What follows belongs to an exercise in optimizing a design on an open flow for small area and a short achievable clock period; a production flow would make more cautious choices.
Only simulation tests tie the RTL to the original design; equivalence was not proved.

## flow/design.v (module list and top-level ports; edited modules follow where they fit)
// module ALU_ACC: 75 lines
// module mul16: 14 lines
// module div16: 681 lines
// module BR: 23 lines
// module IR: 23 lines
// module MAR: 28 lines
// module MBR: 33 lines
// module PC: 27 lines
// module bitcruncher_dp: 75 lines
module bitcruncher_dp(
    input         clk,
    input         rst_n,
    input  [21:0] ctrl,             
    input  [15:0] MBR_in_memory,
    output [7:0]  MAR_out_memory,
    output [15:0] MBR_out_memory,
    output [7:0]  IR_out,
    output [3:0]  ALUflags
    );
  // ...
==> flow/run.sh <==
#!/bin/bash
# synth_recipe.tcl (not shown) runs the flow's synth.tcl, then flattens the netlist and writes it again
# the make line also repeats each setting of config.mk as NAME=value (left out here)
make -C /OpenROAD-flow-scripts/flow DESIGN_CONFIG=/design/flow/config.mk WORK_HOME=/design/flow/orfs CLKGATE_MAP_FILE= SYNTH_SCRIPT=/design/flow/synth_recipe.tcl finish
==> flow/config.mk <==
export PLATFORM = sky130hd
export DESIGN_NAME = bitcruncher_dp
export DESIGN_NICKNAME = bitcruncher_dp
export VERILOG_FILES = /design/flow/design.v
export SDC_FILE = /design/flow/constraint.sdc
export NUM_CORES = 4
export LEC_CHECK = 0
export CAP_MARGIN = 20
export CORE_MARGIN = 2
export CORE_UTILIZATION = 40
export SLEW_MARGIN = 20
==> flow/constraint.sdc <==
create_clock -name core_clock -period 40.0 [get_ports {clk}]
set_input_delay 8.0000 -clock core_clock [delete_from_list [all_inputs] [get_ports {clk}]]
set_output_delay 8.0000 -clock core_clock [all_outputs]
set_load 0.01 [all_outputs]
==> run summary, run 1 <==
The initial core utilization is approximately two fifths. The synthesized netlist devotes approximately a third of its cell area to adder and majority cells. Among the stages of the critical path, the cell type that occurs most often is inv_1. The global-route congestion overflow total came out at 0. The depth of the worst register-to-register path is 74.

The data required time of the critical path came out at around 40 ns. The worst slack after detailed placement came out at about 19 ns. The floorplan step defined a core boundary enclosing approximately 54000 um^2. The worst register-to-register path begins at u_BR.BRr[10]. The die is around 240 um wide.

Measured on the final layout, the clock distribution area share stands at between 1 and 1.5%. The flow ran to the end and the layout has no timing, DRC or antenna violations.

STA classifies the critical path endpoint as a register. The sequential cell count is between 90 and 100. Setup repair after global routing left no endpoint under its margin. The leading cell type by number of instances after synthesis is ha_1. The clock tree buffer count of the final layout is 9.

The maximum buffer depth of the clock tree came out at 2. Tap insertion was completed with between 600 and 700 tapcells. The pre-antenna-repair detailed-routing pass consisted of 6 iterations. The met2 usage in global routing came out at between 40 and 50%.

The complex-gate fraction of the synthesized area is approximately 22%. The clock sink count came out at 92.
==> inputs of run 2 (changes only) <==
==> flow/flow/run.sh (new file) <==
#!/bin/bash
# The standard layout, with the standard synthesis, changed in two ways (the
# clock period and the constraints are the design's own):
#  - timing repair aims for 27 ns of setup slack instead of 0;
#  - after synthesis the delay cells (clkdlybuf4s*, dlygate*, dlymetal*) are
#    added to the platform's don't-use list, so the port buffers that
#    placement inserts are plain buffers instead of delay buffers.
# Each step's output goes to its own log.
set -euo pipefail
bash standard.sh synth > synth.log 2>&1
DONT_USE="sky130_fd_sc_hd__lpflow_bleeder_1 sky130_fd_sc_hd__lpflow_clkbufkapwr_1 sky130_fd_sc_hd__lpflow_clkbufkapwr_16 sky130_fd_sc_hd__lpflow_clkbufkapwr_2 sky130_fd_sc_hd__lpflow_clkbufkapwr_4 sky130_fd_sc_hd__lpflow_clkbufkapwr_8 sky130_fd_sc_hd__lpflow_clkinvkapwr_1 sky130_fd_sc_hd__lpflow_clkinvkapwr_16 sky130_fd_sc_hd__lpflow_clkinvkapwr_2 sky130_fd_sc_hd__lpflow_clkinvkapwr_4 sky130_fd_sc_hd__lpflow_clkinvkapwr_8 sky130_fd_sc_hd__lpflow_decapkapwr_12 sky130_fd_sc_hd__lpflow_decapkapwr_3 sky130_fd_sc_hd__lpflow_decapkapwr_4 sky130_fd_sc_hd__lpflow_decapkapwr_6 sky130_fd_sc_hd__lpflow_decapkapwr_8 sky130_fd_sc_hd__lpflow_inputiso0n_1 sky130_fd_sc_hd__lpflow_inputiso0p_1 sky130_fd_sc_hd__lpflow_inputiso1n_1 sky130_fd_sc_hd__lpflow_inputiso1p_1 sky130_fd_sc_hd__lpflow_inputisolatch_1 sky130_fd_sc_hd__lpflow_isobufsrc_1 sky130_fd_sc_hd__lpflow_isobufsrc_16 sky130_fd_sc_hd__lpflow_isobufsrc_2 sky130_fd_sc_hd__lpflow_isobufsrc_4 sky130_fd_sc_hd__lpflow_isobufsrc_8 sky130_fd_sc_hd__lpflow_isobufsrckapwr_16 sky130_fd_sc_hd__lpflow_lsbuf_lh_hl_isowell_tap_1 sky130_fd_sc_hd__lpflow_lsbuf_lh_hl_isowell_tap_2 sky130_fd_sc_hd__lpflow_lsbuf_lh_hl_isowell_tap_4 sky130_fd_sc_hd__lpflow_lsbuf_lh_isowell_4 sky130_fd_sc_hd__lpflow_lsbuf_lh_isowell_tap_1 sky130_fd_sc_hd__lpflow_lsbuf_lh_isowell_tap_2 sky130_fd_sc_hd__lpflow_lsbuf_lh_isowell_tap_4 sky130_fd_sc_hd__probe_p_8 sky130_fd_sc_hd__probec_p_8 sky130_fd_sc_hd__clkdlybuf4s15_1 sky130_fd_sc_hd__clkdlybuf4s15_2 sky130_fd_sc_hd__clkdlybuf4s18_1 sky130_fd_sc_hd__clkdlybuf4s18_2 sky130_fd_sc_hd__clkdlybuf4s25_1 sky130_fd_sc_hd__clkdlybuf4s25_2 sky130_fd_sc_hd__clkdlybuf4s50_1 sky130_fd_sc_hd__clkdlybuf4s50_2 sky130_fd_sc_hd__dlygate4sd1_1 sky130_fd_sc_hd__dlygate4sd2_1 sky130_fd_sc_hd__dlygate4sd3_1 sky130_fd_sc_hd__dlymetal6s2s_1 sky130_fd_sc_hd__dlymetal6s4s_1 sky130_fd_sc_hd__dlymetal6s6s_1 "
bash standard.sh SETUP_SLACK_MARGIN=27 "DONT_USE_CELLS=$DONT_USE" finish > layout.log 2>&1
==> flow/standard.sh (new file) <==
#!/bin/bash
# synth_recipe.tcl (not shown) runs the flow's synth.tcl, then flattens the netlist and writes it again
# the make line also repeats each setting of config.mk as NAME=value (left out here)
make -C /OpenROAD-flow-scripts/flow DESIGN_CONFIG=/design/flow/config.mk WORK_HOME=/design/flow/orfs CLKGATE_MAP_FILE= SYNTH_SCRIPT=/design/flow/synth_recipe.tcl "${@:-finish}"
--- a/flow/config.mk
+++ b/flow/config.mk
@@ -6,4 +6,5 @@
 export NUM_CORES = 4
 export LEC_CHECK = 0
+export ABC_AREA = 1
 export CAP_MARGIN = 20
 export CORE_MARGIN = 2
removed: flow/run.sh
==> run summary, run 2 <==
The number of storage elements in the synthesis netlist came out at 92. The flow ran to the end and the layout has no timing, DRC or antenna violations. The final RePlAce weighted congestion is 0.9462. The post-detailed-route DRC marker count is 0.

The root cell of the clock tree is clkbuf_16. Ranked by total cell area, the synthesized netlist is headed by ha_1 21%, fa_1 12%, nand2_1 11%, inv_1 9.9%, dfrtp_1 8.8%. The H-tree was split into 3 levels. The clock-pin transition on the worst setup and hold timing paths is 0.09 ns.

The number of enable flip-flop cells after synthesis is 16. Setup repair after global routing left no endpoint under its margin. TritonCTS created 9 clock buffers. The detailed router finished its first iteration with around 2000 violations. The net count of the mapped netlist came out at 3615. Entering global routing, the biggest net connects 65 pins. In the layout the commonest cells are 640 x nand2_1, 546 x inv_1, 350 x ha_1. The maximum buffer depth of the clock tree came out at 2 (unchanged). For the pin with the worst max-slew slack, the measured transition is about 1.2 ns. The number of instances in the synthesized netlist came out at slightly above 3000. The post-synthesis instance area is around 22000 um^2. The global-route congestion overflow total is 0 (unchanged). Ranked by instance count, the synthesized netlist is headed by 661 x nand2_1, 572 x inv_1, 357 x ha_1. The worst path arrival time is 13.04 ns. The initial core utilization came out at 40.35% (-0.17 points). The clock sink count is 92 (unchanged). The delay of the slowest cell on the worst path came out at approximately 0.5 ns. The HPWL after detailed placement is ~58000 um. The number of warnings issued by yosys came out at 6. The predominant post-synthesis flop cell is dfrtp_1. In the post-synthesis netlist, the cell with the most instances is nand2_1.

The hold buffer count at cts is 0. The share of final-layout standard cells stronger than drive strength 1 is a little over an eighth. Of all flip-flops after synthesis, the portion carrying an async set or reset was roughly 83%. The first global-routing pass estimated around 120000 um of wire. The all-layer global routing usage came out at 27.37%. The critical path in this run is classified as in -> reg. The final critical-path required period came out at roughly 13 ns. The total count of max-transition violations in the final report came to 0. The data required time of the critical path is 40.29 ns (about the same). TritonCTS built the clock tree. For the final routed database, the setup TNS stands at 0 ns. The vertical extent of the die came out at 236.5 um.

The final clock skew came out at roughly 0.011 ns. The largest total area in the synthesized netlist belongs to ha_1. The count of nets left with antenna violations once routing finished came out at 0. The most repeated library cell on the critical path is nor2_1.

The remaining max-slew budget at the tightest pin came out at approximately 17%. The count of vias placed by the detailed router came out at roughly 22000. The area enclosed by the die boundary came out at roughly 56000 um^2. The largest driver fanout on the critical path came out at 6. The worst setup path is launched from an input port. The share of the Yosys chip area taken by registers is between 10% and 20%. The final core area utilization is between 40% and 50%.

The number of optimization iterations in the first detailed-route pass was 5 (-1). The detailed-route wire length per cell came out at between 15 and 20 um. The core area came out at 53600 um^2 (-0.40%). The final wirelength is 78890 um. The min-delay analysis places its worst path in the category reg -> reg. Relative to the synthesized area, the layout overhead comes to 14.60%. The later pin in the worst-skew pair is clocked with a latency of around 0.37 ns. Leaving out fill and tap cells, the most frequent cell in the layout is nand2_1.

The count of distinct cell types in the synthesized netlist came out at 62. For this design, the slowest cell found on the critical path is a31oi_1. The number of antenna violations at the first check in global routing came out at 0. Pin placement for this block handled 76 I/O pins. In this run the mean area of a mapped cell was between 6 and 7 um^2. The final antenna diode count is 0. The category of the worst setup path capture point is a register. The total number of placement rows came out at 85. The die outline width is 236.5 um (-0.40%). The max-capacitance violation count is 0. The mean number of vias per cell is 5.384. The period utilization is between 30% and 40%.

The number of failing hold endpoints at the final stage is 0. Setup violations remaining at the end of the flow were counted as 0. The portion of synthesized cell area occupied by the leading cell type came out at 20.65%. In the final design database the tool counted approximately 3800 nets.

For this run, the top clock speed supported by timing is around 0.078 GHz. The via count of the first global-routing pass came out at 20312. The quantity of I/O buffers inserted on ports is 72.
run 2: cell types whose count changed in the layout (fill, tap and decap cells not counted), moves of 30 or more:
cell	before	now
nand2_1	236	640
inv_1	314	546
buf_1	0	160
buf_2	1	82
nand3_1	45	120
clkdlybuf4s50_1	70	0
xnor2_1	138	77
nand2_2	0	59
buf_4	65	10
nand4_1	23	68
nor3_1	65	20
o21ai_0	133	89
inv_2	0	32
and2_1	31	1
run 2: through the flow:
step                      worst slack, ns  cells  hold slack, ns  cell area [um^2]
after floorplan                     27.54   3093          0.4688             21630
after global placement              23.28   3841          0.4897             22700
after detailed placement            23.33   3841          0.4940             22700
after CTS                           27.01   3910          0.5110             23660
after global routing                26.83   4016          0.5165             24790
final                               27.25   4016          0.5066             24790
run 2: area by class of cell:
class | count | area [um^2]
sequential | 92 | 2409
multi-input combinational | 2333 | 17380
fill | 5592 | 28820
timing repair buffer | 279 | 1465
tap | 696 | 870.8
inverter | 600 | 2345
clock inverter | 7 | 93.84
clock buffer | 9 | 225.2
run 2: metal layers:
layer / up-vias / GRT usage [%] / part of all wire [%]
met5: - / 0 / 0
met4: 0 / 9.935 / 4.2
met3: 227 / 3.276 / 8.2
met2: 960 / 44.33 / 44
met1: 10067 / 37.49 / 44
li1: 10370 / - / -
run 2: cell families (layout without fill, tap and decap cells):
group / Yosys count / in the layout / synth area share [%]
and+or+nand+nor: 1255 / 1256 / 26.31
buffers and inverters: 669 / 895 / 11.75
adders and majority gates: 482 / 482 / 32.22
AOI/OAI and AO/OA: 438 / 438 / 12.25
xor gates and xnor gates: 149 / 149 / 6.034
DFF: 92 / 92 / 11.01
muxes: 8 / 8 / 0.4165
run 2: path summary, 6_finish.rpt:
path                       slack [ns]  depth (start not counted)   startpoint                    end
setup reg to reg                27.55                         88  u_BR.BRr[0]       u_ALU_ACC.ACC[1]
hold reg to reg                  0.51                          1  u_IR.IRr[3]            u_IR.IRr[3]
max in group asynchronous       30.86                          2        rst_n      u_ALU_ACC.ACC[15]
setup / recovery                27.25                         34      ctrl[9]  u_ALU_ACC.ALUflags[3]
hold / removal                   0.51                          1  u_IR.IRr[3]            u_IR.IRr[3]
min in group asynchronous        7.81                          1        rst_n            u_PC.PCr[5]
run 2: repair_timing:
action	CTS	global route
gates cloned	2	3
setup buffers	51	101
pin swaps	15	49
endpoints found under the setup margin	6	4
resized for setup	97	151
run 2: worst max-delay path: cells and delay by family:
kind                       cells  cell delay, ns
buffers and inverters          6            0.94
xor gates and xnor gates       1            0.15
adders and majority gates      1            0.32
and+or+nand+nor               19            2.11
AOI/OAI and AO/OA              7            1.50
==> module mul16, before the edit <==
module mul16(input [15:0] a, input [15:0] b, output [15:0] p, output of);
  wire [16:0] l = {a[15], a} * {b[15], b};
  assign p = l[15:0];
  wire [15:1] ta, tb;
  genvar k;
  generate for (k = 1; k <= 15; k = k + 1) begin : th
    assign ta[k] = |(a[15:k-1] ^ {(17-k){a[15]}});
    assign tb[k] = |(b[15:k-1] ^ {(17-k){b[15]}});
  end endgenerate
  wire big = (ta[2]&tb[15]) | (ta[3]&tb[14]) | (ta[4]&tb[13]) | (ta[5]&tb[12]) | (ta[6]&tb[11]) |
             (ta[7]&tb[10]) | (ta[8]&tb[9]) | (ta[9]&tb[8]) | (ta[10]&tb[7]) | (ta[11]&tb[6]) |
             (ta[12]&tb[5]) | (ta[13]&tb[4]) | (ta[14]&tb[3]) | (ta[15]&tb[2]);
  assign of = big | (l[16] ^ l[15]);
endmodule
==> inputs of run 3 (changes only) <==
--- a/flow/design.v
+++ b/flow/design.v
@@ -76,5 +76,296 @@
 endmodule
 module mul16(input [15:0] a, input [15:0] b, output [15:0] p, output of);
-  wire [16:0] l = {a[15], a} * {b[15], b};
+  wire [17:0] ax = {a[15], a[15], a};       
+  wire [16:0] bx = {b, 1'b0};               
+  wire one0 = bx[1] ^ bx[0];
+  wire two0 = (bx[2] & ~bx[1] & ~bx[0]) | (~bx[2] & bx[1] & bx[0]);
+  wire neg0 = bx[2];
+  wire [16:0] pp0;
+  assign pp0[0] = (one0 & ax[0]) ^ neg0;
+  assign pp0[1] = ((one0 & ax[1]) | (two0 & ax[0])) ^ neg0;
+  assign pp0[2] = ((one0 & ax[2]) | (two0 & ax[1])) ^ neg0;
+  assign pp0[3] = ((one0 & ax[3]) | (two0 & ax[2])) ^ neg0;
+  assign pp0[4] = ((one0 & ax[4]) | (two0 & ax[3])) ^ neg0;
+  assign pp0[5] = ((one0 & ax[5]) | (two0 & ax[4])) ^ neg0;
+  assign pp0[6] = ((one0 & ax[6]) | (two0 & ax[5])) ^ neg0;
+  assign pp0[7] = ((one0 & ax[7]) | (two0 & ax[6])) ^ neg0;
+  assign pp0[8] = ((one0 & ax[8]) | (two0 & ax[7])) ^ neg0;
+  assign pp0[9] = ((one0 & ax[9]) | (two0 & ax[8])) ^ neg0;
+  assign pp0[10] = ((one0 & ax[10]) | (two0 & ax[9])) ^ neg0;
+  assign pp0[11] = ((one0 & ax[11]) | (two0 & ax[10])) ^ neg0;
+  assign pp0[12] = ((one0 & ax[12]) | (two0 & ax[11])) ^ neg0;
+  assign pp0[13] = ((one0 & ax[13]) | (two0 & ax[12])) ^ neg0;
+  assign pp0[14] = ((one0 & ax[14]) | (two0 & ax[13])) ^ neg0;
+  assign pp0[15] = ((one0 & ax[15]) | (two0 & ax[14])) ^ neg0;
+  assign pp0[16] = ((one0 & ax[16]) | (two0 & ax[15])) ^ neg0;
+  wire one1 = bx[3] ^ bx[2];
+  wire two1 = (bx[4] & ~bx[3] & ~bx[2]) | (~bx[4] & bx[3] & bx[2]);
+  wire neg1 = bx[4];
+  wire [14:0] pp1;
+  assign pp1[0] = (one1 & ax[0]) ^ neg1;
+  assign pp1[1] = ((one1 & ax[1]) | (two1 & ax[0])) ^ neg1;
+  assign pp1[2] = ((one1 & ax[2]) | (two1 & ax[1])) ^ neg1;
+  assign pp1[3] = ((one1 & ax[3]) | (two1 & ax[2])) ^ neg1;
+  assign pp1[4] = ((one1 & ax[4]) | (two1 & ax[3])) ^ neg1;
+  assign pp1[5] = ((one1 & ax[5]) | (two1 & ax[4])) ^ neg1;
+  assign pp1[6] = ((one1 & ax[6]) | (two1 & ax[5])) ^ neg1;
+  assign pp1[7] = ((one1 & ax[7]) | (two1 & ax[6])) ^ neg1;
+  assign pp1[8] = ((one1 & ax[8]) | (two1 & ax[7])) ^ neg1;
+  assign pp1[9] = ((one1 & ax[9]) | (two1 & ax[8])) ^ neg1;
+  assign pp1[10] = ((one1 & ax[10]) | (two1 & ax[9])) ^ neg1;
+  assign pp1[11] = ((one1 & ax[11]) | (two1 & ax[10])) ^ neg1;
+  assign pp1[12] = ((one1 & ax[12]) | (two1 & ax[11])) ^ neg1;
+  assign pp1[13] = ((one1 & ax[13]) | (two1 & ax[12])) ^ neg1;
+  assign pp1[14] = ((one1 & ax[14]) | (two1 & ax[13])) ^ neg1;
+  wire one2 = bx[5] ^ bx[4];
+  wire two2 = (bx[6] & ~bx[5] & ~bx[4]) | (~bx[6] & bx[5] & bx[4]);
+  wire neg2 = bx[6];
+  wire [12:0] pp2;
+  assign pp2[0] = (one2 & ax[0]) ^ neg2;
+  assign pp2[1] = ((one2 & ax[1]) | (two2 & ax[0])) ^ neg2;
+  assign pp2[2] = ((one2 & ax[2]) | (two2 & ax[1])) ^ neg2;
+  assign pp2[3] = ((one2 & ax[3]) | (two2 & ax[2])) ^ neg2;
+  assign pp2[4] = ((one2 & ax[4]) | (two2 & ax[3])) ^ neg2;
+  assign pp2[5] = ((one2 & ax[5]) | (two2 & ax[4])) ^ neg2;
+  assign pp2[6] = ((one2 & ax[6]) | (two2 & ax[5])) ^ neg2;
+  assign pp2[7] = ((one2 & ax[7]) | (two2 & ax[6])) ^ neg2;
+  assign pp2[8] = ((one2 & ax[8]) | (two2 & ax[7])) ^ neg2;
+  assign pp2[9] = ((one2 & ax[9]) | (two2 & ax[8])) ^ neg2;
+  assign pp2[10] = ((one2 & ax[10]) | (two2 & ax[9])) ^ neg2;
+  assign pp2[11] = ((one2 & ax[11]) | (two2 & ax[10])) ^ neg2;
+  assign pp2[12] = ((one2 & ax[12]) | (two2 & ax[11])) ^ neg2;
+  wire one3 = bx[7] ^ bx[6];
+  wire two3 = (bx[8] & ~bx[7] & ~bx[6]) | (~bx[8] & bx[7] & bx[6]);
+  wire neg3 = bx[8];
+  wire [10:0] pp3;
+  assign pp3[0] = (one3 & ax[0]) ^ neg3;
+  assign pp3[1] = ((one3 & ax[1]) | (two3 & ax[0])) ^ neg3;
+  assign pp3[2] = ((one3 & ax[2]) | (two3 & ax[1])) ^ neg3;
+  assign pp3[3] = ((one3 & ax[3]) | (two3 & ax[2])) ^ neg3;
+  assign pp3[4] = ((one3 & ax[4]) | (two3 & ax[3])) ^ neg3;
+  assign pp3[5] = ((one3 & ax[5]) | (two3 & ax[4])) ^ neg3;
+  assign pp3[6] = ((one3 & ax[6]) | (two3 & ax[5])) ^ neg3;
+  assign pp3[7] = ((one3 & ax[7]) | (two3 & ax[6])) ^ neg3;
+  assign pp3[8] = ((one3 & ax[8]) | (two3 & ax[7])) ^ neg3;
+  assign pp3[9] = ((one3 & ax[9]) | (two3 & ax[8])) ^ neg3;
+  assign pp3[10] = ((one3 & ax[10]) | (two3 & ax[9])) ^ neg3;
+  wire one4 = bx[9] ^ bx[8];
+  wire two4 = (bx[10] & ~bx[9] & ~bx[8]) | (~bx[10] & bx[9] & bx[8]);
+  wire neg4 = bx[10];
+  wire [8:0] pp4;
+  assign pp4[0] = (one4 & ax[0]) ^ neg4;
+  assign pp4[1] = ((one4 & ax[1]) | (two4 & ax[0])) ^ neg4;
+  assign pp4[2] = ((one4 & ax[2]) | (two4 & ax[1])) ^ neg4;
+  assign pp4[3] = ((one4 & ax[3]) | (two4 & ax[2])) ^ neg4;
+  assign pp4[4] = ((one4 & ax[4]) | (two4 & ax[3])) ^ neg4;
+  assign pp4[5] = ((one4 & ax[5]) | (two4 & ax[4])) ^ neg4;
+  assign pp4[6] = ((one4 & ax[6]) | (two4 & ax[5])) ^ neg4;
+  assign pp4[7] = ((one4 & ax[7]) | (two4 & ax[6])) ^ neg4;
+  assign pp4[8] = ((one4 & ax[8]) | (two4 & ax[7])) ^ neg4;
+  wire one5 = bx[11] ^ bx[10];
+  wire two5 = (bx[12] & ~bx[11] & ~bx[10]) | (~bx[12] & bx[11] & bx[10]);
+  wire neg5 = bx[12];
+  wire [6:0] pp5;
+  assign pp5[0] = (one5 & ax[0]) ^ neg5;
+  assign pp5[1] = ((one5 & ax[1]) | (two5 & ax[0])) ^ neg5;
+  assign pp5[2] = ((one5 & ax[2]) | (two5 & ax[1])) ^ neg5;
+  assign pp5[3] = ((one5 & ax[3]) | (two5 & ax[2])) ^ neg5;
+  assign pp5[4] = ((one5 & ax[4]) | (two5 & ax[3])) ^ neg5;
+  assign pp5[5] = ((one5 & ax[5]) | (two5 & ax[4])) ^ neg5;
+  assign pp5[6] = ((one5 & ax[6]) | (two5 & ax[5])) ^ neg5;
+  wire one6 = bx[13] ^ bx[12];
+  wire two6 = (bx[14] & ~bx[13] & ~bx[12]) | (~bx[14] & bx[13] & bx[12]);
+  wire neg6 = bx[14];
+  wire [4:0] pp6;
+  assign pp6[0] = (one6 & ax[0]) ^ neg6;
+  assign pp6[1] = ((one6 & ax[1]) | (two6 & ax[0])) ^ neg6;
+  assign pp6[2] = ((one6 & ax[2]) | (two6 & ax[1])) ^ neg6;
+  assign pp6[3] = ((one6 & ax[3]) | (two6 & ax[2])) ^ neg6;
+  assign pp6[4] = ((one6 & ax[4]) | (two6 & ax[3])) ^ neg6;
+  wire one7 = bx[15] ^ bx[14];
+  wire two7 = (bx[16] & ~bx[15] & ~bx[14]) | (~bx[16] & bx[15] & bx[14]);
+  wire neg7 = bx[16];
+  wire [2:0] pp7;
+  assign pp7[0] = (one7 & ax[0]) ^ neg7;
+  assign pp7[1] = ((one7 & ax[1]) | (two7 & ax[0])) ^ neg7;
+  assign pp7[2] = ((one7 & ax[2]) | (two7 & ax[1])) ^ neg7;
+  wire hs1 = pp0[10] ^ pp1[8];
+  wire hc1 = pp0[10] & pp1[8];
+  wire hs2 = pp0[11] ^ pp1[9];
+  wire hc2 = pp0[11] & pp1[9];
+  wire fs3 = pp0[12] ^ pp1[10] ^ pp2[8];
+  wire fc3 = (pp0[12] & pp1[10]) | (pp0[12] & pp2[8]) | (pp1[10] & pp2[8]);
+  wire hs4 = pp3[6] ^ pp4[4];
+  wire hc4 = pp3[6] & pp4[4];
+  wire fs5 = pp0[13] ^ pp1[11] ^ pp2[9];
+  wire fc5 = (pp0[13] & pp1[11]) | (pp0[13] & pp2[9]) | (pp1[11] & pp2[9]);
+  wire hs6 = pp3[7] ^ pp4[5];
+  wire hc6 = pp3[7] & pp4[5];
+  wire fs7 = pp0[14] ^ pp1[12] ^ pp2[10];
+  wire fc7 = (pp0[14] & pp1[12]) | (pp0[14] & pp2[10]) | (pp1[12] & pp2[10]);
+  wire fs8 = pp3[8] ^ pp4[6] ^ pp5[4];
+  wire fc8 = (pp3[8] & pp4[6]) | (pp3[8] & pp5[4]) | (pp4[6] & pp5[4]);
+  wire hs9 = pp6[2] ^ pp7[0];
+  wire hc9 = pp6[2] & pp7[0];
+  wire fs10 = pp0[15] ^ pp1[13] ^ pp2[11];
+  wire fc10 = (pp0[15] & pp1[13]) | (pp0[15] & pp2[11]) | (pp1[13] & pp2[11]);
+  wire fs11 = pp3[9] ^ pp4[7] ^ pp5[5];
+  wire fc11 = (pp3[9] & pp4[7]) | (pp3[9] & pp5[5]) | (pp4[7] & pp5[5]);
+  wire hs12 = pp6[3] ^ pp7[1];
+  wire hc12 = pp6[3] & pp7[1];
+  wire fs13 = pp0[16] ^ pp1[14] ^ pp2[12];
+  wire fc13 = (pp0[16] & pp1[14]) | (pp0[16] & pp2[12]) | (pp1[14] & pp2[12]);
+  wire fs14 = pp3[10] ^ pp4[8] ^ pp5[6];
+  wire fc14 = (pp3[10] & pp4[8]) | (pp3[10] & pp5[6]) | (pp4[8] & pp5[6]);
+  wire hs15 = pp6[4] ^ pp7[2];
+  wire hc15 = pp6[4] & pp7[2];
+  wire hs16 = pp0[6] ^ pp1[4];
+  wire hc16 = pp0[6] & pp1[4];
+  wire hs17 = pp0[7] ^ pp1[5];
+  wire hc17 = pp0[7] & pp1[5];
+  wire fs18 = pp0[8] ^ pp1[6] ^ pp2[4];
+  wire fc18 = (pp0[8] & pp1[6]) | (pp0[8] & pp2[4]) | (pp1[6] & pp2[4]);
+  wire hs19 = pp3[2] ^ pp4[0];
+  wire hc19 = pp3[2] & pp4[0];
+  wire fs20 = pp0[9] ^ pp1[7] ^ pp2[5];
+  wire fc20 = (pp0[9] & pp1[7]) | (pp0[9] & pp2[5]) | (pp1[7] & pp2[5]);
+  wire hs21 = pp3[3] ^ pp4[1];
+  wire hc21 = pp3[3] & pp4[1];
+  wire fs22 = pp2[6] ^ pp3[4] ^ pp4[2];
+  wire fc22 = (pp2[6] & pp3[4]) | (pp2[6] & pp4[2]) | (pp3[4] & pp4[2]);
+  wire fs23 = pp5[0] ^ neg5 ^ hs1;
+  wire fc23 = (pp5[0] & neg5) | (pp5[0] & hs1) | (neg5 & hs1);
+  wire fs24 = pp2[7] ^ pp3[5] ^ pp4[3];
+  wire fc24 = (pp2[7] & pp3[5]) | (pp2[7] & pp4[3]) | (pp3[5] & pp4[3]);
+  wire fs25 = pp5[1] ^ hc1 ^ hs2;
+  wire fc25 = (pp5[1] & hc1) | (pp5[1] & hs2) | (hc1 & hs2);
+  wire fs26 = pp5[2] ^ pp6[0] ^ neg6;
+  wire fc26 = (pp5[2] & pp6[0]) | (pp5[2] & neg6) | (pp6[0] & neg6);
+  wire fs27 = hc2 ^ fs3 ^ hs4;
+  wire fc27 = (hc2 & fs3) | (hc2 & hs4) | (fs3 & hs4);
+  wire fs28 = pp5[3] ^ pp6[1] ^ fc3;
+  wire fc28 = (pp5[3] & pp6[1]) | (pp5[3] & fc3) | (pp6[1] & fc3);
+  wire fs29 = hc4 ^ fs5 ^ hs6;
+  wire fc29 = (hc4 & fs5) | (hc4 & hs6) | (fs5 & hs6);
+  wire fs30 = neg7 ^ fc5 ^ hc6;
+  wire fc30 = (neg7 & fc5) | (neg7 & hc6) | (fc5 & hc6);
+  wire fs31 = fs7 ^ fs8 ^ hs9;
+  wire fc31 = (fs7 & fs8) | (fs7 & hs9) | (fs8 & hs9);
+  wire fs32 = fc7 ^ fc8 ^ hc9;
+  wire fc32 = (fc7 & fc8) | (fc7 & hc9) | (fc8 & hc9);
+  wire fs33 = fs10 ^ fs11 ^ hs12;
+  wire fc33 = (fs10 & fs11) | (fs10 & hs12) | (fs11 & hs12);
+  wire fs34 = fc10 ^ fc11 ^ hc12;
+  wire fc34 = (fc10 & fc11) | (fc10 & hc12) | (fc11 & hc12);
+  wire fs35 = fs13 ^ fs14 ^ hs15;
+  wire fc35 = (fs13 & fs14) | (fs13 & hs15) | (fs14 & hs15);
+  wire hs36 = pp0[4] ^ pp1[2];
+  wire hc36 = pp0[4] & pp1[2];
+  wire hs37 = pp0[5] ^ pp1[3];
+  wire hc37 = pp0[5] & pp1[3];
+  wire fs38 = pp2[2] ^ pp3[0] ^ neg3;
+  wire fc38 = (pp2[2] & pp3[0]) | (pp2[2] & neg3) | (pp3[0] & neg3);
+  wire fs39 = pp2[3] ^ pp3[1] ^ hc16;
+  wire fc39 = (pp2[3] & pp3[1]) | (pp2[3] & hc16) | (pp3[1] & hc16);
+  wire fs40 = neg4 ^ hc17 ^ fs18;
+  wire fc40 = (neg4 & hc17) | (neg4 & fs18) | (hc17 & fs18);
+  wire fs41 = fc18 ^ hc19 ^ fs20;
+  wire fc41 = (fc18 & hc19) | (fc18 & fs20) | (hc19 & fs20);
+  wire fs42 = fc20 ^ hc21 ^ fs22;
+  wire fc42 = (fc20 & hc21) | (fc20 & fs22) | (hc21 & fs22);
+  wire fs43 = fc22 ^ fc23 ^ fs24;
+  wire fc43 = (fc22 & fc23) | (fc22 & fs24) | (fc23 & fs24);
+  wire fs44 = fc24 ^ fc25 ^ fs26;
+  wire fc44 = (fc24 & fc25) | (fc24 & fs26) | (fc25 & fs26);
+  wire fs45 = fc26 ^ fc27 ^ fs28;
+  wire fc45 = (fc26 & fc27) | (fc26 & fs28) | (fc27 & fs28);
+  wire fs46 = fc28 ^ fc29 ^ fs30;
+  wire fc46 = (fc28 & fc29) | (fc28 & fs30) | (fc29 & fs30);
+  wire fs47 = fc30 ^ fc31 ^ fs32;
+  wire fc47 = (fc30 & fc31) | (fc30 & fs32) | (fc31 & fs32);
+  wire fs48 = fc32 ^ fc33 ^ fs34;
+  wire fc48 = (fc32 & fc33) | (fc32 & fs34) | (fc33 & fs34);
+  wire hs49 = pp0[2] ^ pp1[0];
+  wire hc49 = pp0[2] & pp1[0];
+  wire hs50 = pp0[3] ^ pp1[1];
+  wire hc50 = pp0[3] & pp1[1];
+  wire fs51 = pp2[0] ^ neg2 ^ hs36;
+  wire fc51 = (pp2[0] & neg2) | (pp2[0] & hs36) | (neg2 & hs36);
+  wire fs52 = pp2[1] ^ hc36 ^ hs37;
+  wire fc52 = (pp2[1] & hc36) | (pp2[1] & hs37) | (hc36 & hs37);
+  wire fs53 = hs16 ^ hc37 ^ fs38;
+  wire fc53 = (hs16 & hc37) | (hs16 & fs38) | (hc37 & fs38);
+  wire fs54 = hs17 ^ fc38 ^ fs39;
+  wire fc54 = (hs17 & fc38) | (hs17 & fs39) | (fc38 & fs39);
+  wire fs55 = hs19 ^ fc39 ^ fs40;
+  wire fc55 = (hs19 & fc39) | (hs19 & fs40) | (fc39 & fs40);
+  wire fs56 = hs21 ^ fc40 ^ fs41;
+  wire fc56 = (hs21 & fc40) | (hs21 & fs41) | (fc40 & fs41);
+  wire fs57 = fs23 ^ fc41 ^ fs42;
+  wire fc57 = (fs23 & fc41) | (fs23 & fs42) | (fc41 & fs42);
+  wire fs58 = fs25 ^ fc42 ^ fs43;
+  wire fc58 = (fs25 & fc42) | (fs25 & fs43) | (fc42 & fs43);
+  wire fs59 = fs27 ^ fc43 ^ fs44;
+  wire fc59 = (fs27 & fc43) | (fs27 & fs44) | (fc43 & fs44);
+  wire fs60 = fs29 ^ fc44 ^ fs45;
+  wire fc60 = (fs29 & fc44) | (fs29 & fs45) | (fc44 & fs45);
+  wire fs61 = fs31 ^ fc45 ^ fs46;
+  wire fc61 = (fs31 & fc45) | (fs31 & fs46) | (fc45 & fs46);
+  wire fs62 = fs33 ^ fc46 ^ fs47;
+  wire fc62 = (fs33 & fc46) | (fs33 & fs47) | (fc46 & fs47);
+  wire fs63 = fs35 ^ fc47 ^ fs48;
+  wire fc63 = (fs35 & fc47) | (fs35 & fs48) | (fc47 & fs48);
+  wire [16:0] l;
+  wire hs64 = pp0[0] ^ neg0;
+  wire hc64 = pp0[0] & neg0;
+  assign l[0] = hs64;
+  wire hs65 = pp0[1] ^ hc64;
+  wire hc65 = pp0[1] & hc64;
+  assign l[1] = hs65;
+  wire fs66 = neg1 ^ hs49 ^ hc65;
+  wire fc66 = (neg1 & hs49) | (neg1 & hc65) | (hs49 & hc65);
+  assign l[2] = fs66;
+  wire fs67 = hc49 ^ hs50 ^ fc66;
+  wire fc67 = (hc49 & hs50) | (hc49 & fc66) | (hs50 & fc66);
+  assign l[3] = fs67;
+  wire fs68 = hc50 ^ fs51 ^ fc67;
+  wire fc68 = (hc50 & fs51) | (hc50 & fc67) | (fs51 & fc67);
+  assign l[4] = fs68;
+  wire fs69 = fc51 ^ fs52 ^ fc68;
+  wire fc69 = (fc51 & fs52) | (fc51 & fc68) | (fs52 & fc68);
+  assign l[5] = fs69;
+  wire fs70 = fc52 ^ fs53 ^ fc69;
+  wire fc70 = (fc52 & fs53) | (fc52 & fc69) | (fs53 & fc69);
+  assign l[6] = fs70;
+  wire fs71 = fc53 ^ fs54 ^ fc70;
+  wire fc71 = (fc53 & fs54) | (fc53 & fc70) | (fs54 & fc70);
+  assign l[7] = fs71;
+  wire fs72 = fc54 ^ fs55 ^ fc71;
+  wire fc72 = (fc54 & fs55) | (fc54 & fc71) | (fs55 & fc71);
+  assign l[8] = fs72;
+  wire fs73 = fc55 ^ fs56 ^ fc72;
+  wire fc73 = (fc55 & fs56) | (fc55 & fc72) | (fs56 & fc72);
+  assign l[9] = fs73;
+  wire fs74 = fc56 ^ fs57 ^ fc73;
+  wire fc74 = (fc56 & fs57) | (fc56 & fc73) | (fs57 & fc73);
+  assign l[10] = fs74;
+  wire fs75 = fc57 ^ fs58 ^ fc74;
+  wire fc75 = (fc57 & fs58) | (fc57 & fc74) | (fs58 & fc74);
+  assign l[11] = fs75;
+  wire fs76 = fc58 ^ fs59 ^ fc75;
+  wire fc76 = (fc58 & fs59) | (fc58 & fc75) | (fs59 & fc75);
+  assign l[12] = fs76;
+  wire fs77 = fc59 ^ fs60 ^ fc76;
+  wire fc77 = (fc59 & fs60) | (fc59 & fc76) | (fs60 & fc76);
+  assign l[13] = fs77;
+  wire fs78 = fc60 ^ fs61 ^ fc77;
+  wire fc78 = (fc60 & fs61) | (fc60 & fc77) | (fs61 & fc77);
+  assign l[14] = fs78;
+  wire fs79 = fc61 ^ fs62 ^ fc78;
+  wire fc79 = (fc61 & fs62) | (fc61 & fc78) | (fs62 & fc78);
+  assign l[15] = fs79;
+  wire fs80 = fc62 ^ fs63 ^ fc79;
+  wire fc80 = (fc62 & fs63) | (fc62 & fc79) | (fs63 & fc79);
+  assign l[16] = fs80;
   assign p = l[15:0];
   wire [15:1] ta, tb;
==> flow/flow/run.sh (replaced) <==
#!/bin/bash
# The standard layout, with the standard synthesis, but with timing repair
# aiming for 24 ns of setup slack instead of 0 (the clock period and the
# constraints are the design's own). Each step's output goes to its own log.
set -euo pipefail
bash standard.sh synth > synth.log 2>&1
bash standard.sh SETUP_SLACK_MARGIN=24 finish > layout.log 2>&1
--- a/flow/config.mk
+++ b/flow/config.mk
@@ -6,5 +6,4 @@
 export NUM_CORES = 4
 export LEC_CHECK = 0
-export ABC_AREA = 1
 export CAP_MARGIN = 20
 export CORE_MARGIN = 2
==> run summary, run 3 <==
The number of enable flip-flop cells after synthesis came to 16 (unchanged). The depth of the worst register-to-register path is 77 (-13%). Counting instances in the post-synthesis netlist gives the leading cell types as 312 x ha_1, 234 x inv_1, 191 x xnor2_1.

The number of storage elements in the synthesis netlist came out at 92 (unchanged). The total buffers and inverters traversed by the critical path came to 13 (+7). The via count of the first global-routing pass is 20763 (+2.2%). The highest attainable clock frequency is 0.06387 GHz (-19%). The wire length of the first global-routing pass came out at 124300 um (+4.2%).

The final core area utilization is 50.73% (+4.5 points). The number of warnings issued by yosys came out at 6 (unchanged). The area added between synthesis and finish is 25.62%.

The post-synthesis instance area came out at 20720 um^2 (-4.2%). The clock latency on the worst-skew pair came out at 0.38 ns (about the same). The quantity of I/O buffers inserted on ports was 72 (unchanged). The top cell types in the final layout, fill and taps aside, are 286 x ha_1, 225 x buf_4, 207 x inv_1. The hold buffer count at cts is 0 (unchanged).

The count of vias placed by the detailed router is 21674 (+0.23%). The number of failing hold endpoints at the final stage came out at 0 (unchanged). The final critical-path required period came out at 15.66 ns (+2.903 ns). The met1 layer wirelength in the final routing is 34120 um (-0.65%). The endpoint identified for the worst register-to-register timing path is u_ALU_ACC.ACC[1]. The critical path is of the reg -> reg type. The clock-pin transition on the worst setup and hold timing paths came to 0.08 ns (about the same). The mean number of vias per cell came out at 6.291 (+17%).

The detailed-route wire length per cell came out at 24.85 um (+26%). The startpoint of the worst register-to-register path is u_BR.BRr[5]. The library cell used most frequently in the layout, excluding fill and tap cells, is ha_1. The initial core utilization is 40.38% (about the same).

The first-iteration detailed-routing DRC count is 2388 (+20%). The HPWL after detailed placement came out at 59220 um (+2.0%). The transition time at the pin with the least slew margin is 1.235 ns (+0.003714 ns). The data required time of the critical path is 40.13 ns (-0.16 ns). The worst hold path terminates at u_ALU_ACC.ALUflags[3]. The post-synthesis simple-gate area fraction is 14.81% (-11 points). The vertical extent of the die is 231.6 um (-2.1%). The category of the worst setup path capture point is a register. The post-detailed-route DRC marker count came out at 0 (unchanged). The most numerous cell type found on the critical path is nor2_1. The routed length on met3 came out at 8241 um (+27%). The final clock skew came out at 0.03540 ns (+0.02391 ns). The worst path arrival time is 15.78 ns (+2.74 ns). The number of optimization iterations in the first detailed-route pass came out at 7 (+2). The number of instances in the synthesized netlist is 2532 (-18%). The total count of max-transition violations in the final report is 0 (unchanged). The dominant delay contributor by cell family on the critical path is compound AO/OA/AOI/OAI gates. The area enclosed by the die boundary came out at 53630 um^2 (-4.1%). The average instance area after synthesis came to 8.182 um^2 (+17%). The core area came out at 51300 um^2 (-4.3%).

The area share of fa/ha/maj cells after synthesis came out at 27.30% (-4.9 points). The top-level port count came out at 76 (unchanged). The number of antenna violations at the first check in global routing is 3 (+3). The complex-gate fraction of the synthesized area came to 26.40% (+14 points). In this run the most critical hold path is launched from u_ALU_ACC.ALUflags[3]. By area, the combinational part of the netlist is dominated by adder cells. The detailed-routed wire length on met2 was 39010 um (+12%).

The clock sink count came out at 92 (unchanged). The run finished with no timing, DRC or antenna violations. The all-layer global routing usage is 30.00% (+2.6 points). The cell type of the slowest stage on the worst timing path is or4_4. The net count of the mapped netlist is 2967 (-18%). The final wirelength was 85600 um (+8.5%).

The post-synthesis sequential area ratio was 11.50% (+0.48 points). The period utilization is 39.14% (+7.3 points).

The proportion of synthesized area in mux cells came out at 2.700% (+2.3 points). The maximum buffer depth of the clock tree came to 2 (unchanged). The most common cell in the synthesized netlist is ha_1.

The number of routed nets with antenna violations came out at 0 (unchanged). The accumulated negative setup slack came to 0 ns (unchanged). The worst hold path stage count came to 2 (+1). The predominant post-synthesis flop cell is dfrtp_1. The number of buffers created by CTS is 9 (unchanged).

The largest driver fanout on the critical path came to 25 (+19). The count of distinct cell types in the synthesized netlist came out at 120 (+94%). The worst hold slack came to 0.5008 ns (-0.005800 ns). The library cell with the largest summed area after synthesis is ha_1.

The worst hold path belongs to the class reg -> reg. The largest net degree at the start of global routing came to 60 (-7.7%). The global-route congestion overflow total is 0 (unchanged). The setup-violating endpoint count in the final report came to 0 (unchanged).

Setup repair after global routing left no endpoint under its margin. The die outline width came out at 231.6 um (-2.1%). The total number of placement rows is 83 (-2.4%). The post-layout net count came out at 3189 (-17%).

TritonCTS built the clock tree. The uppermost layer routed is met5. The proportion of register bits with asynchronous set or reset after synthesis is 82.61% (unchanged). The delay of the slowest cell on the worst path is 0.56 ns (+0.06 ns). The portion of synthesized cell area occupied by the leading cell type is 18.84% (-1.8 points). The remaining max-slew budget at the tightest pin came out at 17.47% (+0.25 points). In the post-synthesis netlist, the biggest area contributors are ha_1 19%, dfrtp_1 9.2%, xnor2_1 8.1%, fa_1 8.0%, inv_1 4.2%. The xor and xnor area share after synthesis is 10.48% (+4.5 points). The setup slack of the most critical reg-to-reg path came to 24.34 ns (-3.21 ns). The number of levels the H-tree was split into is 3 (unchanged). The kind of start point of the critical path is a register. The final RePlAce weighted congestion came to 0.9534 (+0.76%). The max-capacitance violation count is 0 (unchanged).

The share of final-layout standard cells stronger than drive strength 1 is 22.11% (+9.0 points). The tree is rooted in a clkbuf_16.
==> run 3: changes by cell type in the layout (fill, tap and decap cells not counted), moves of 64 or more <==
cell,change
buf_2,-81
a22oi_1,+81
inv_1,-339
nand2_1,-466
xnor2_1,+113
nand3_1,-79
nor2_1,-84
buf_4,+215
buf_1,-160
clkdlybuf4s50_1,+71
ha_1,-64
==> run 3: cells by family (layout without fill, tap and decap cells) <==
group	Yosys count	after routing
compound gates	756	756
xor+xnor	248	248
fa+ha+maj	404	404
buf+inv	360	586
flops	92	92
mux	53	53
other cells	0	6
simple gates	619	620
==> run 3: area by class of cell <==
| type | count | area, um^2 |
|---|---|---|
| clock inverter | 7 | 81.33 |
| sequential | 92 | 2390 |
| clock buffer | 9 | 225.2 |
| multi-input combinational | 2081 | 18530 |
| antenna | 6 | 15.01 |
| tap | 680 | 850.8 |
| timing repair buffer | 325 | 2923 |
| fill | 4849 | 25280 |
| inverter | 245 | 1015 |
==> run 3: through the flow <==
step | worst slack [ns] | cells | area (um^2)
global placement | 19.94 | 3225 | 22240
floorplan | 24.07 | 2532 | 20740
CTS | 24.01 | 3307 | 23870
detailed placement | 20.00 | 3225 | 22240
finish | 24.34 | 3445 | 26030
global route | 23.81 | 3439 | 26010
==> run 3: worst max-delay path by stage <==
stage / depth (start not counted) / endpoint / start / slack (ns)
after global routing: 75 / u_ALU_ACC.ACC[1] / u_BR.BRr[0] / 23.81
after floorplan: 67 / u_ALU_ACC.ACC[0] / u_BR.BRr[5] / 24.07
after detailed placement: 74 / u_ALU_ACC.ACC[1] / u_BR.BRr[1] / 20.00
final: 77 / u_ALU_ACC.ACC[1] / u_BR.BRr[5] / 24.34
after global placement: 74 / u_ALU_ACC.ACC[1] / u_BR.BRr[1] / 19.94
after CTS: 74 / u_ALU_ACC.ACC[0] / u_BR.BRr[11] / 24.01
==> run 3: what timing repair did <==
item / in CTS / in global routing
setup endpoints to repair: 4 / 2
buffers inserted: 64 / 128
cloned: 2 / 3
pin swaps: 35 / 121
resized for setup: 182 / 241
==> run 3: worst min-delay path, stage by stage (launching register included) <==
cell and delay (ns):
dfrtp_1 0.36, nand2_1 0.05, o21ai_0 0.06
==> run 3: layer usage <==
| metal | vias to the layer above | GRT usage, % |
|---|---|---|
| met5 | - | 0 |
| met4 | 2 | 13.28 |
| li1 | 9623 | - |
| met3 | 289 | 4.441 |
| met1 | 10583 | 39.04 |
| met2 | 1177 | 49.20 |
==> inputs of run 4 (changes only) <==
==> flow/flow/run.sh (replaced) <==
#!/bin/bash
# The standard layout, with the standard synthesis, but with timing repair
# aiming for 22 ns of setup slack instead of 0 (the clock period and the
# constraints are the design's own), then gates off the critical paths
# downsized again (power recovery). Each step's output goes to its own log.
set -euo pipefail
bash standard.sh synth > synth.log 2>&1
bash standard.sh SETUP_SLACK_MARGIN=22 RECOVER_POWER=100 finish > layout.log 2>&1
==> run summary, run 4 <==
The run finished, with violations left. The violated checks flagged are max-capacitance violations, max-slew violations. The average instance area after synthesis came out at 8.182 um^2 (unchanged). The all-layer global routing usage was 29.93% (-0.075 points).

The portion of synthesized cell area occupied by the leading cell type came out at 18.84% (unchanged). The area used by sequential logic in the layout is 2385 um^2 (-0.21%). The vertical extent of the die is 231.6 um (unchanged). The final critical-path required period is 19.11 ns (+3.449 ns). The share of final-layout standard cells stronger than drive strength 1 was 10.53% (-12 points). The global-route congestion overflow total is 0 (unchanged). Broken down by cell family, the worst path's largest delay share belongs to compound AO/OA/AOI/OAI gates. The transition time at the pin with the least slew margin was 3.360 ns (+2.125 ns). The number of warnings issued by yosys is 6 (unchanged).

TritonCTS built the clock tree. The period utilization was 47.76% (+8.6 points). The post-layout net count came out at 3033 (-4.9%).

The final RePlAce weighted congestion came to 0.9451 (-0.87%). The worst slack after detailed placement came out at 19.43 ns (-0.5626 ns). The routed length on met3 came out at 6961 um (-16%).

The count of distinct cell types in the synthesized netlist is 120 (unchanged). The highest attainable clock frequency is 0.05234 GHz (-18%). The number of enable flip-flop cells after synthesis is 16 (unchanged).

The post-detailed-placement cell area is 22250 um^2 (about the same). The area enclosed by the die boundary came out at 53630 um^2 (unchanged). The final cell count without fillers came out at 3286 (-4.6%).

The net count of the mapped netlist is 2967 (unchanged). The met1 layer wirelength in the final routing is 34020 um (-0.28%). The number of routed nets with antenna violations came to 0 (unchanged). The maximum buffer depth of the clock tree was 2 (unchanged).

The accumulated negative setup slack came out at 0 ns (unchanged). The HPWL after detailed placement came out at 59470 um (+0.42%). From synthesis to final layout, the design area changed by 12.27%. The delay of the slowest cell on the worst path came out at 1.09 ns (+0.53 ns). The die outline width is 231.6 um (unchanged). The worst hold path terminates at u_ALU_ACC.ALUflags[2].

The post-synthesis sequential area ratio came to 11.50% (unchanged). The post-synthesis instance area was 20720 um^2 (unchanged). The placed instance count came out at 3228 (+0.093%). The clock sink count was 92 (unchanged). The multi-input gate area in the final layout came to 17340 um^2 (-6.4%). The quantity of I/O buffers inserted on ports is 72 (unchanged). Setup repair after global routing left no endpoint under its margin. The wire length of the first global-routing pass is 123600 um (-0.59%). The slack of the critical path is 20.89 ns (-3.449 ns). STA classifies the critical path endpoint as a register. The kind of start point of the critical path is a register. The depth of the worst register-to-register path was 72 (-6.5%). The data required time of the critical path is 40.19 ns (+0.06 ns). The start point of the worst min-delay path is u_ALU_ACC.ALUflags[2]. Counting stages on the worst path, the most repeated cell is nor2_1. The initial core utilization came out at 40.38% (unchanged). The via count of the first global-routing pass is 20353 (-2.0%). The critical path is of the reg -> reg type. The most common cell in the synthesized netlist is ha_1. In this run the top signal layer used is met4.

The top-level port count is 76 (unchanged). The total count of max-transition violations in the final report is 97 (+97). The cell area after layout is 23260 um^2 (-11%). The number of instances in the synthesized netlist came out at 2532 (unchanged). The number of optimization iterations in the first detailed-route pass came out at 8 (+1). The number of failing hold endpoints at the final stage is 0 (unchanged). The clock latency on the worst-skew pair is 0.37 ns (about the same). The filler cell count is 5145 (+6.1%). The setup slack of the most critical reg-to-reg path is 20.89 ns (-3.45 ns). The worst hold path stage count was 2 (unchanged). By count the netlist is led by 312 x ha_1, 234 x inv_1, 191 x xnor2_1.

The number of levels the H-tree was split into came out at 3 (unchanged). In this run the critical register-to-register path is launched from u_BR.BRr[1]. The setup-violating endpoint count in the final report is 0 (unchanged). The number of storage elements in the synthesis netlist is 92 (unchanged). The worst flop-to-flop path endpoint is u_ALU_ACC.ACC[1]. The largest driver fanout on the critical path is 33 (+32%). The largest net degree at the start of global routing came out at 60 (unchanged).

The min-delay analysis places its worst path in the category reg -> reg. The library cell with the largest summed area after synthesis is ha_1. The leading cell type in the layout, fill and taps excluded is ha_1.

The worst path arrival time was 19.30 ns (+3.52 ns). The mean number of vias per cell is 6.351 (+0.94%). In the synthesized netlist the dominant register cell turns out to be dfrtp_1.

The proportion of register bits with asynchronous set or reset after synthesis came out at 82.61% (unchanged). The total number of placement rows came out at 83 (unchanged). The number of antenna violations at the first check in global routing is 1 (-2). The final wirelength is 82110 um (-4.1%). The tree is rooted in a clkbuf_16. The max-capacitance violation count is 3 (+3). The number of buffers created by CTS is 9 (unchanged). The count of vias placed by the detailed router is 20868 (-3.7%). The post-detailed-route DRC marker count is 0 (unchanged). The final clock skew was 0.02767 ns (-0.007721 ns).

The detailed-routed wire length on met2 came out at 37470 um (-3.9%). Yosys attributes the largest share of cell area to ha_1 19%, dfrtp_1 9.2%, xnor2_1 8.1%, fa_1 8.0%, inv_1 4.2%. The core area is 51300 um^2 (unchanged).

The first-iteration detailed-routing DRC count came to 2306 (-3.4%). The clock-pin transition on the worst setup and hold timing paths is 0.07 ns (about the same). The remaining max-slew budget at the tightest pin is -124.0% (-140 points).

In the layout the commonest cells are 309 x ha_1, 228 x inv_1, 191 x xnor2_1. The total buffers and inverters traversed by the critical path was 11 (-2). The detailed-route wire length per cell came out at 24.99 um (+0.56%). The cell type of the slowest stage on the worst timing path is clkbuf_1.
[run 4: how the worst max path moves through the flow]
stage	startpoint	endpoint	slack, ns	cells past startpoint
CTS	u_BR.BRr[1]	u_ALU_ACC.ACC[0]	22.02	73
floorplan	u_BR.BRr[1]	u_ALU_ACC.ACC[0]	23.08	67
finish	u_BR.BRr[1]	u_ALU_ACC.ACC[1]	20.89	72
detailed placement	u_BR.BRr[0]	u_ALU_ACC.ACC[1]	19.43	66
global placement	u_BR.BRr[0]	u_ALU_ACC.ACC[0]	19.59	66
global route	u_BR.BRr[1]	u_ALU_ACC.ACC[1]	20.25	74
[run 4: tightest hold or removal path, delay by kind of cell (launching register included)]
| family | cells | cell delay (ns) |
|---|---|---|
| AOI/OAI and AO/OA | 1 | 0.06 |
| DFF | 1 | 0.34 |
| and+or+nand+nor | 1 | 0.05 |
[run 4: stage by stage]
step                hold slack [ns]  utilization (%)
floorplan                    0.4673                -
global placement             0.4686            43.36
detailed placement           0.4736            43.36
CTS                          0.4890            44.49
global route                 0.5031            45.32
finish                       0.4890            45.34
[run 4: what timing repair did]
item / CTS / global route
pin swaps: 5 / 10
hold buffers: 0 / 0
gates cloned: 0 / 1
gates resized for setup: 40 / 71
setup endpoints to repair: 4 / 3
setup buffers: 16 / 22
[run 4: cells by family after synthesis]
group	count (synthesis)	share of synthesized area (%)
buffers and inverters	360	6.806
AOI/OAI and AO/OA	756	26.40
and+or+nand+nor	619	14.81
muxes	53	2.700
adders and majority gates	404	27.30
xor gates and xnor gates	248	10.48
DFF	92	11.50
[run 4: per-layer routing]
metal,up-vias,global-route usage (%)
li1,9300,-
met1,10274,39.41
met2,1058,48.63
met3,236,4.183
met4,0,13.32
met5,-,0
[run 4: layout make-up]
class                   instances  share of cell area [%]
diodes                          3                 0.03228
clock buffers                  10                  0.9844
clock inverters                 6                  0.2044
inverters                     245                   4.077
multi-input cells            2081                   74.53
flip-flops and latches         92                   10.25
well taps                     680                   3.658
repair buffers                169                   6.261
==> inputs of run 5 (changes only) <==
==> flow/flow/run.sh (replaced) <==
#!/bin/bash
# The standard layout, with the standard synthesis, but with timing repair
# aiming for 22 ns of setup slack instead of 0 (the clock period and the
# constraints are the design's own). Each step's output goes to its own log.
set -euo pipefail
bash standard.sh synth > synth.log 2>&1
bash standard.sh SETUP_SLACK_MARGIN=22 finish > layout.log 2>&1
--- a/flow/config.mk
+++ b/flow/config.mk
@@ -6,4 +6,5 @@
 export NUM_CORES = 4
 export LEC_CHECK = 0
+export ABC_AREA = 1
 export CAP_MARGIN = 20
 export CORE_MARGIN = 2
==> run summary, run 5 <==
The global-route congestion overflow total was 0 (unchanged). Leaving out fill and tap cells, the most frequent cells in the layout are 535 x nand2_1, 414 x inv_1, 312 x ha_1. The quantity of I/O buffers inserted on ports came out at 72 (unchanged). The setup-violating endpoint count in the final report is 0 (unchanged). The most used flip-flop cell after synthesis is dfrtp_1. The flow ran to the end and the layout has no timing, DRC or antenna violations. By area the synthesized netlist is led by ha_1 19%, nand2_1 9.9%, dfrtp_1 9.4%, fa_1 8.2%, inv_1 7.7%. The proportion of register bits with asynchronous set or reset after synthesis came out at 82.61% (unchanged).

The largest driver fanout on the critical path came to 23 (-30%). The cell family contributing the most delay on the critical path is simple AND/OR/NAND/NOR gates. The tree is rooted in a clkbuf_16. The post-detailed-route DRC marker count came out at 0 (unchanged). The commonest cells after synthesis are 535 x nand2_1, 415 x inv_1, 312 x ha_1. The worst path arrival time is 16.41 ns (-2.89 ns).

The number of storage elements in the synthesis netlist is 92 (unchanged). The vertical extent of the die is 228.9 um (-1.2%). The depth of the worst register-to-register path is 82 (+14%). The final clock skew came out at 0.01072 ns (-0.01695 ns). The delay of the slowest cell on the worst path came out at 0.64 ns (-0.45 ns). The first-iteration detailed-routing DRC count came out at 1737 (-25%). The complex-gate fraction of the synthesized area is 14.68% (-12 points).

The HPWL after detailed placement came out at 56210 um (-5.5%). The accumulated negative setup slack was 0 ns (unchanged). The via count of the first global-routing pass is 19462 (-4.4%).

The final RePlAce weighted congestion came out at 0.9762 (+3.3%). The initial core utilization is 40.41% (about the same). The area enclosed by the die boundary is 52390 um^2 (-2.3%).

The total count of max-transition violations in the final report is 0 (-100%). In this run the critical register-to-register path is launched from u_BR.BRr[7]. The post-detailed-placement cell area came out at 21790 um^2 (-2.0%). The worst hold path begins at u_ALU_ACC.ALUflags[0]. The hold buffer count at cts is 0 (unchanged). The remaining max-slew budget at the tightest pin came out at 20.62% (+140 points). The clock latency on the worst-skew pair is 0.36 ns (about the same). STA classifies the critical path startpoint as a register. The tightest min-delay check is of the reg -> reg type.

The number of warnings issued by yosys was 6 (unchanged). The clock sink count is 92 (unchanged). The xor and xnor area share after synthesis is 9.048% (-1.4 points).

The number of optimization iterations in the first detailed-route pass is 7 (-1). The number of antenna violations at the first check in global routing is 0 (-1). The number of post-CTS setup repair buffers came out at 0 (-16).

The total buffers and inverters traversed by the critical path is 17 (+6). The post-synthesis sequential area ratio came to 11.78% (+0.28 points).

The number of instances in the synthesized netlist is 2873 (+13%). The top-level port count is 76 (unchanged). The area share of fa/ha/maj cells after synthesis was 27.51% (+0.21 points). nand2_1 is the most common cell in the netlist.

The period utilization is 40.51% (-7.3 points). Setup repair after global routing left no endpoint under its margin. The average instance area after synthesis came out at 7.042 um^2 (-14%). The post-synthesis simple-gate area fraction is 26.09% (+11 points). The highest attainable clock frequency came out at 0.06172 GHz (+18%).

The die outline width came out at 228.9 um (-1.2%). The share of final-layout standard cells stronger than drive strength 1 came out at 8.330% (-2.2 points). The mean number of vias per cell came out at 5.571 (-12%).

The transition time at the pin with the least slew margin was 1.158 ns (-2.202 ns). The number of routed nets with antenna violations is 0 (unchanged). The number of buffers created by CTS came out at 9 (unchanged). The count of distinct cell types in the synthesized netlist came out at 64 (-47%). The library cell with the largest summed area after synthesis is ha_1. The filler cell count came out at 5264 (+2.3%). The all-layer global routing usage was 27.78% (-2.1 points). The post-synthesis instance area came out at 20230 um^2 (-2.3%).

The core area came to 50070 um^2 (-2.4%). The data required time of the critical path came out at 40.21 ns (+0.02 ns). The CTS tree is yes. Relative to the synthesized area, the layout overhead comes to 9.240%. The area used by sequential logic in the layout is 2384 um^2 (about the same).

The clock-pin transition on the worst setup and hold timing paths came out at 0.07 ns (about the same). The worst setup path is captured at a register. The setup slack of the most critical reg-to-reg path is 23.80 ns (+2.90 ns). The endpoint identified for the worst register-to-register timing path is u_ALU_ACC.ACC[1]. The number of failing hold endpoints at the final stage is 0 (unchanged). The final critical-path required period came out at 16.20 ns (-2.902 ns). The max-capacitance violation count came out at 0 (-3). By instance count, the cell type seen most on the critical path is nand2_1. The cell area after layout is 22100 um^2 (-5.0%).

The worst hold path terminates at u_ALU_ACC.ALUflags[0]. The post-layout net count came out at 3359 (+11%). The final wirelength is 73660 um (-10%). The total number of placement rows came to 82 (-1.2%).

The worst hold path stage count was 2 (unchanged). The post-cts sizing count came out at 0 (-100%). The largest net degree at the start of global routing came out at 78 (+30%). The largest individual stage delay along the critical path comes from the cell a21oi_2. The number of levels the H-tree was split into is 3 (unchanged).

The final antenna diode count is 0 (-3). The proportion of synthesized area in mux cells is 0.7545% (-1.9 points). The number of enable flip-flop cells after synthesis is 16 (unchanged). The library cell used most frequently in the layout, excluding fill and tap cells, is nand2_1. The detailed-route wire length per cell came out at 20.45 um (-18%). The worst setup path is of the reg -> reg kind. The maximum buffer depth of the clock tree came out at 2 (unchanged).

The count of vias placed by the detailed router is 20060 (-3.9%). The wire length of the first global-routing pass is 113500 um (-8.2%). The multi-input gate area in the final layout came out at 15810 um^2 (-8.8%). The portion of synthesized cell area occupied by the leading cell type came out at 19.30% (+0.45 points). The net count of the mapped netlist came out at 3308 (+11%). By area, the combinational part of the netlist is dominated by adder cells.
run 5: cells by family (layout without fill, tap and decap cells):
logic type,after synthesis,in the layout
compound gates,494,494
xor+xnor,209,209
fa+ha+maj,395,395
buf+inv,535,591
flops,92,92
mux,14,14
simple gates,1134,1134
run 5: worst max-delay path by stage:
| stage | from | end | slack (ns) | cells after the start |
|---|---|---|---|---|
| after global routing | u_BR.BRr[7] | u_ALU_ACC.ACC[0] | 22.19 | 88 |
| after detailed placement | u_BR.BRr[7] | u_ALU_ACC.ACC[0] | 23.80 | 82 |
| after CTS | u_BR.BRr[7] | u_ALU_ACC.ACC[0] | 23.72 | 82 |
| after floorplan | u_BR.BRr[1] | u_ALU_ACC.ACC[0] | 26.78 | 85 |
| final | u_BR.BRr[7] | u_ALU_ACC.ACC[1] | 23.80 | 82 |
| after global placement | u_BR.BRr[7] | u_ALU_ACC.ACC[0] | 23.92 | 80 |
run 5: worst reg2reg max path, delay by kind of cell (launching register included):
kind                     cells  cell delay [ns]
AO/OA/AOI/OAI               11             3.15
AND/OR/NAND/NOR             47             7.12
adder cells (fa/ha/maj)      7             1.73
buffers and inverters       17             3.69
flip-flops                   1             0.32
run 5: through the flow:
stage | util [%] | hold WS [ns] | setup slack (ns) | std cells
2_1_floorplan | - | 0.4688 | 26.78 | 2873
3_3_place_gp | 43.52 | 0.4685 | 23.92 | 3585
3_5_place_dp | 43.53 | 0.4722 | 23.80 | 3585
4_1_cts | 44.11 | 0.4992 | 23.72 | 3601
5_1_grt | 44.14 | 0.5224 | 22.19 | 3601
6_report | 44.14 | 0.4930 | 23.80 | 3601
run 5: area by class of cell:
cell class | instances | share of cell area (%)
sequential | 92 | 10.79
clock inverter | 7 | 0.3057
clock buffer | 9 | 1.019
tap | 672 | 3.805
multi-input combinational | 2246 | 71.53
inverter | 460 | 7.830
timing repair buffer | 115 | 4.727
run 5: routing by layer:
| layer | routed length (um) | track usage, % | share of wire, % |
|---|---|---|---|
| met5 | 0 | 0 | 0 |
| met4 | 3256 | 11.63 | 4.4 |
| met3 | 5107 | 3.505 | 6.9 |
| met2 | 33620 | 45.87 | 46 |
| met1 | 31680 | 36.61 | 43 |

## separate check: timing with driven ports
How much do the figures lean on ideal ports? The routed layouts below were timed once more, with nothing changed but the port constraints.
Step 1 (the two cells are an assumption about what drives the block):
set clk [get_ports {clk}]
set_driving_cell -lib_cell sky130_fd_sc_hd__clkbuf_16 $clk
set_driving_cell -lib_cell sky130_fd_sc_hd__buf_2 [delete_from_list [all_inputs] $clk]
Step 2 also shifts input and output timing later by t, the mid clock arrival at the registers, as if the neighbouring blocks saw the same clock.
a / b / c = no drivers / after step 1 / after step 2; a / b = the first two.
run | t (ns) | slack for setup (ns) | worst hold slack (ns) | latest minus earliest clock arrival (ns) | slew at the worst register clock pin (ns)
run 1 | 0.414 | 18.219 / 18.219 / 18.219 | 0.515 / 0.515 / 0.515 | 0.019 / 0.019 | 0.09 / 0.09
run 2 | 0.396 | 27.246 / 27.254 / 26.858 | 0.507 / 0.507 / 0.507 | 0.014 / 0.014 | 0.09 / 0.09
run 3 | 0.414 | 24.344 / 24.344 / 24.344 | 0.501 / 0.501 / 0.501 | 0.035 / 0.036 | 0.11 / 0.11
run 4 | 0.405 | 20.895 / 20.895 / 20.895 | 0.489 / 0.489 / 0.489 | 0.027 / 0.028 | 0.09 / 0.09
run 5 | 0.399 | 23.797 / 23.797 / 23.797 | 0.493 / 0.493 / 0.493 | 0.012 / 0.012 | 0.07 / 0.07
The setup slack of run 2, which loses most, moves by +0.008 ns with the drivers and by -0.388 ns with both steps.
